This design comes from an exercise in tuning for small area and a short achievable clock period on the open sky130 flow, not from production work. No activity file was given, so power comes from the tool's default toggle rates.

## M216A_TopModule
module M216A_TopModule(
    input           clk_i,
    input           rst_i,
    input  [4 : 0]  width_i,
    input  [4 : 0]  height_i,
    output [7 : 0]  index_x_o,
    output [7 : 0]  index_y_o,
    output [3 : 0]  strike_o
);
    reg  [1:0] ph;
    reg  [1:0] warm;           
    reg        clr;            
    reg        live_q;         
    reg  [9:0] k_q;            
    reg  [4:0] w_q;
    reg  [6:0] a_q, b_q, c_q;
    reg        pb_q;
    reg  [6:0] m01_q;
    reg        pc_q;
    reg  [7:0] sum_q;
    reg        strike_q;
    reg  [3:0] id_q;
    reg  [6:0] x_q;
    reg  [6:0] y_q;
    reg        s_q;
    reg  [3:0] cnt_q;
    wire [6:0] occ [1:13];
    wire nrst   = ~rst_i;
    wire ph0    = (ph == 2'd0);
    wire live_d = nrst & (ph == 2'd3) & warm[1];
    wire [3:0] hi = height_i[3:0];
    wire [9:0] k_d;
    assign k_d[0] = (hi == 4'd4);
    assign k_d[1] = (hi == 4'd5);
    assign k_d[2] = (hi == 4'd6);
    assign k_d[3] = (hi == 4'd7);
    assign k_d[4] = (hi == 4'd8);
    assign k_d[5] = (hi == 4'd9);
    assign k_d[6] = (hi == 4'd10);
    assign k_d[7] = (hi == 4'd11);
    assign k_d[8] = (hi == 4'd12);
    assign k_d[9] = ~|k_d[8:0];
    wire k4  = k_q[0];
    wire k5  = k_q[1];
    wire k6  = k_q[2];
    wire k7  = k_q[3];
    wire k8  = k_q[4];
    wire k9  = k_q[5];
    wire k10 = k_q[6];
    wire k11 = k_q[7];
    wire k12 = k_q[8];
    wire k13 = k_q[9];
  ...
Settings: LEC_CHECK=0, ABC_AREA=1, CAP_MARGIN=20, CORE_MARGIN=2, CORE_UTILIZATION=40, CTS_BUF_LIST=sky130_fd_sc_hd__clkbuf_4 sky130_fd_sc_hd__clkbuf_8, CTS_CLUSTER_SIZE=30, SETUP_SLACK_MARGIN=1.7, SLEW_MARGIN=20, TNS_END_PERCENT=0; clock period 3.3 ns.
run.sh (not shown) runs the stock make flow with config.mk's settings and CLKGATE_MAP_FILE= SYNTH_SCRIPT=/design/flow/synth_recipe.tcl, a recipe that flattens the netlist after the stock synthesis.
The starting point completed without violations.
Change:
==> flow/flow/run.sh (new file) <==
#!/bin/bash
# Standard ORFS layout with three changes: sizing may change a cell's footprint,
# the port buffers are buf_2 cells, and CTS adds no dummy loads.
set -euo pipefail
bash standard.sh synth > synth.log 2>&1
bash standard.sh MATCH_CELL_FOOTPRINT=0 \
  "BUFFER_PORTS_ARGS=-buffer_cell sky130_fd_sc_hd__buf_2" \
  "CTS_ARGS=-sink_clustering_enable -repair_clock_nets -dont_use_dummy_load -sink_clustering_size 30 -buf_list {sky130_fd_sc_hd__clkbuf_4 sky130_fd_sc_hd__clkbuf_8}" \
  finish > layout.log 2>&1
==> flow/standard.sh (new file) <==
#!/bin/bash
# synth_recipe.tcl (not shown) runs the flow's synth.tcl, then flattens the netlist and writes it again
# the make line also repeats each setting of config.mk as NAME=value (left out here)
make -C /OpenROAD-flow-scripts/flow DESIGN_CONFIG=/design/flow/config.mk WORK_HOME=/design/flow/orfs CLKGATE_MAP_FILE= SYNTH_SCRIPT=/design/flow/synth_recipe.tcl "${@:-finish}"
removed: flow/run.sh
Synthesized area does not change.
Flip-flop and latch count is unchanged.
Synthesized cell count is unchanged.
Routed wire length came out lower by 3.1%.
Design area shrinks by 3.1%.
Clock skew came out higher by 29 ps.
Count of clock-buffer cells in the layout went down by 2.
Power goes down by 5.7%.
Sequential power barely changes.
Function was not checked in any run of this note: the RTL went through the layout flow alone.

== build 53 ==
Another version of the RTL of M216A_TopModule (not shown whole).
For scale: ~680 cells after synthesis, ~160 flip-flops, roughly 32 I/O pins, roughly 6900 um^2 of cells after synthesis.
## M216A_TopModule
module M216A_TopModule(
    input           clk_i,
    input           rst_i,
    input  [4 : 0]  width_i,
    input  [4 : 0]  height_i,
    output [7 : 0]  index_x_o,
    output [7 : 0]  index_y_o,
    output [3 : 0]  strike_o
);
    reg  [1:0] ph;
    reg  [1:0] warm;           
    reg  [3:0] h_q;            
    reg  [3:0] w_q;            
    reg  [6:0] a_q, b_q, c_q;
    reg  [6:0] mn_q;
    reg  [1:0] idx_q;
    reg  [6:0] nocc_q;
    reg        strike_q;
    reg  [6:0] x_q;
    reg  [6:0] y_q;
    reg        s_q;
    reg  [3:0] cnt_q;
    wire [6:0] occ [1:13];
    wire [12:0] won;
    wire ph0  = (ph == 2'd0);
    wire live = ph0 & warm[1];
    wire nrst = ~rst_i;
    wire k4  = (h_q == 4'd4);
    wire k5  = (h_q == 4'd5);
    wire k6  = (h_q == 4'd6);
    wire k7  = (h_q == 4'd7);
    wire k8  = (h_q == 4'd8);
    wire k9  = (h_q == 4'd9);
    wire k10 = (h_q == 4'd10);
    wire k11 = (h_q == 4'd11);
    wire k12 = (h_q == 4'd12);
    wire k13 = ~(k4 | k5 | k6 | k7 | k8 | k9 | k10 | k11 | k12);
    wire [12:0] sel0 = {k13, 1'b0, 1'b0, k4, k12, k5, k11, k6, k10, k7, k9, 1'b0, k8};
    wire [12:0] sel1 = {1'b0, k13, 1'b0, 1'b0, k11, k4, k10, k5, k9, k6, 1'b0, k8, k7};
    wire [12:0] sel2 = {1'b0, 1'b0, k13, 1'b0, 1'b0, 1'b0, 1'b0, 1'b0, 1'b0, 1'b0, k8, k7, 1'b0};
    wire has1 = ~k12;
    wire has2 = k7 | k8 | k13;
    wire [6:0] ys [1:13];
    assign ys[1]  = 7'd0;
    assign ys[2]  = 7'd8;
    assign ys[3]  = 7'd16;
    assign ys[4]  = 7'd25;
    assign ys[5]  = 7'd32;
    assign ys[6]  = 7'd42;
    assign ys[7]  = 7'd48;
    assign ys[8]  = 7'd59;
    assign ys[9]  = 7'd64;
    assign ys[10] = 7'd76;
    assign ys[11] = 7'd80;
    assign ys[12] = 7'd96;
    assign ys[13] = 7'd112;
    reg  [6:0] rd0, rd1, rd2, ywin;
    integer i;
    always @(*) begin
        rd0 = 7'd0;
  ...
clock: 3.3 ns
lec_check: 0
abc_area: 1
cap_margin: 20
core_margin: 2
core_utilization: 40
cts_buf_list: sky130_fd_sc_hd__clkbuf_4 sky130_fd_sc_hd__clkbuf_8
cts_cluster_size: 30
setup_slack_margin: 1.6
slew_margin: 20
Stock flow here: none of the scripts above is used.
The flow did not stop early for build 53: all stages ran, and the layout cleared the timing, DRC and antenna checks.
Here is what was changed in the inputs of build 18 compared with build 53.
- removing CTS_CLUSTER_SIZE (formerly 30)
- removing CTS_BUF_LIST (formerly sky130_fd_sc_hd__clkbuf_4 sky130_fd_sc_hd__clkbuf_8)
### Flow results
- Summary of the comparison: worst setup slack for register-to-register paths is lower in build 18, relative to build 53.
- Comparing clock transition at the register clock pins on the worst setup and hold paths after CTS for build 18 and build 53, the smaller number came from build 18.
- As far as die area goes, build 53 and build 18 are indistinguishable; the numbers are identical.
- Per the final summary, build 18 finished and its layout is clean on timing, DRC and antenna.
- Build 18 ends up with lower logic depth of the worst setup path including buffers than build 53 does.
- Route | build 18 vs build 53 | wire longer in build 18
- Re minimum setup slack in the final design: build 18 is 0.056 ns down on build 53.
- The lower relative contribution of sequential cells to total power came out of build 18.
- In the final reports, the cell area of build 18 is larger than that of build 53.
- Area added between synthesis and finish was higher in the run labelled build 18.
- Build 18 ended up with a higher shortest clock period the worst path allows after layout than build 53 did.
- The core of build 18 is more densely filled than that of build 53.
Here is what was changed in the inputs of build 27 compared with build 18.
- clearing SETUP_SLACK_MARGIN, which used to be 1.6
==> comparison <==
Summary of build 27 over build 18: clock distribution area overhead in the final layout saw an increase, setup slack after placement went down by 0.014 ns.
Build 27 reports its origin of the worst setup path as h_q[3] while build 18 reports h_q[1].
Build 27 vs. build 18: final period demand of the worst path picked up an extra 0.46 ns, post-CTS resize count lost 188.
Cmp build 27 vs build 18: total power lower in build 27
Count of TritonRoute iterations in the first routing pass: build 18 and build 27 compared, lower one is build 27
Function was not checked in any run of this note: the RTL went through the layout flow alone.

-- separate check: timing with driven ports --
How much do the figures lean on ideal ports? The routed layouts below were timed once more, with nothing changed but the port constraints. Step 1 sets driving cells, clkbuf_16 on the clock port and buf_2 on the other inputs (assumed; they add their load-dependent delay and slew). Step 2 times the ports against the registers' clock, not the clock port: input delays grow and output delays shrink by t, the midpoint of the rising clock arrivals with the driver on. Slacks: no drivers / after step 1 / after step 2; pairs: no drivers / after step 1.
run	shift t [ns]	setup WS [ns]	hold slack, ns	worst register clock-pin slew, ns	pins driven straight from the clock port
the first run of note 1	0.499	1.478 / 1.478 / 1.102	0.451 / 0.451 / 0.451	0.09 / 0.09	1
the second run of note 1	0.480	1.532 / 1.532 / 1.503	0.369 / 0.358 / 0.447	0.10 / 0.10	1
build 53	0.503	1.324 / 1.324 / 0.950	0.431 / 0.431 / 0.431	0.10 / 0.10	1
build 18	0.473	1.268 / 1.268 / 1.048	0.434 / 0.434 / 0.434	0.07 / 0.07	1
build 27	0.467	0.807 / 0.807 / 0.807	0.410 / 0.410 / 0.410	0.07 / 0.07	1
After both steps every run listed still meets setup and hold. For the first run of note 1, which loses most, drivers alone change the setup slack by 0.000 ns; drivers and shift together by -0.376 ns.
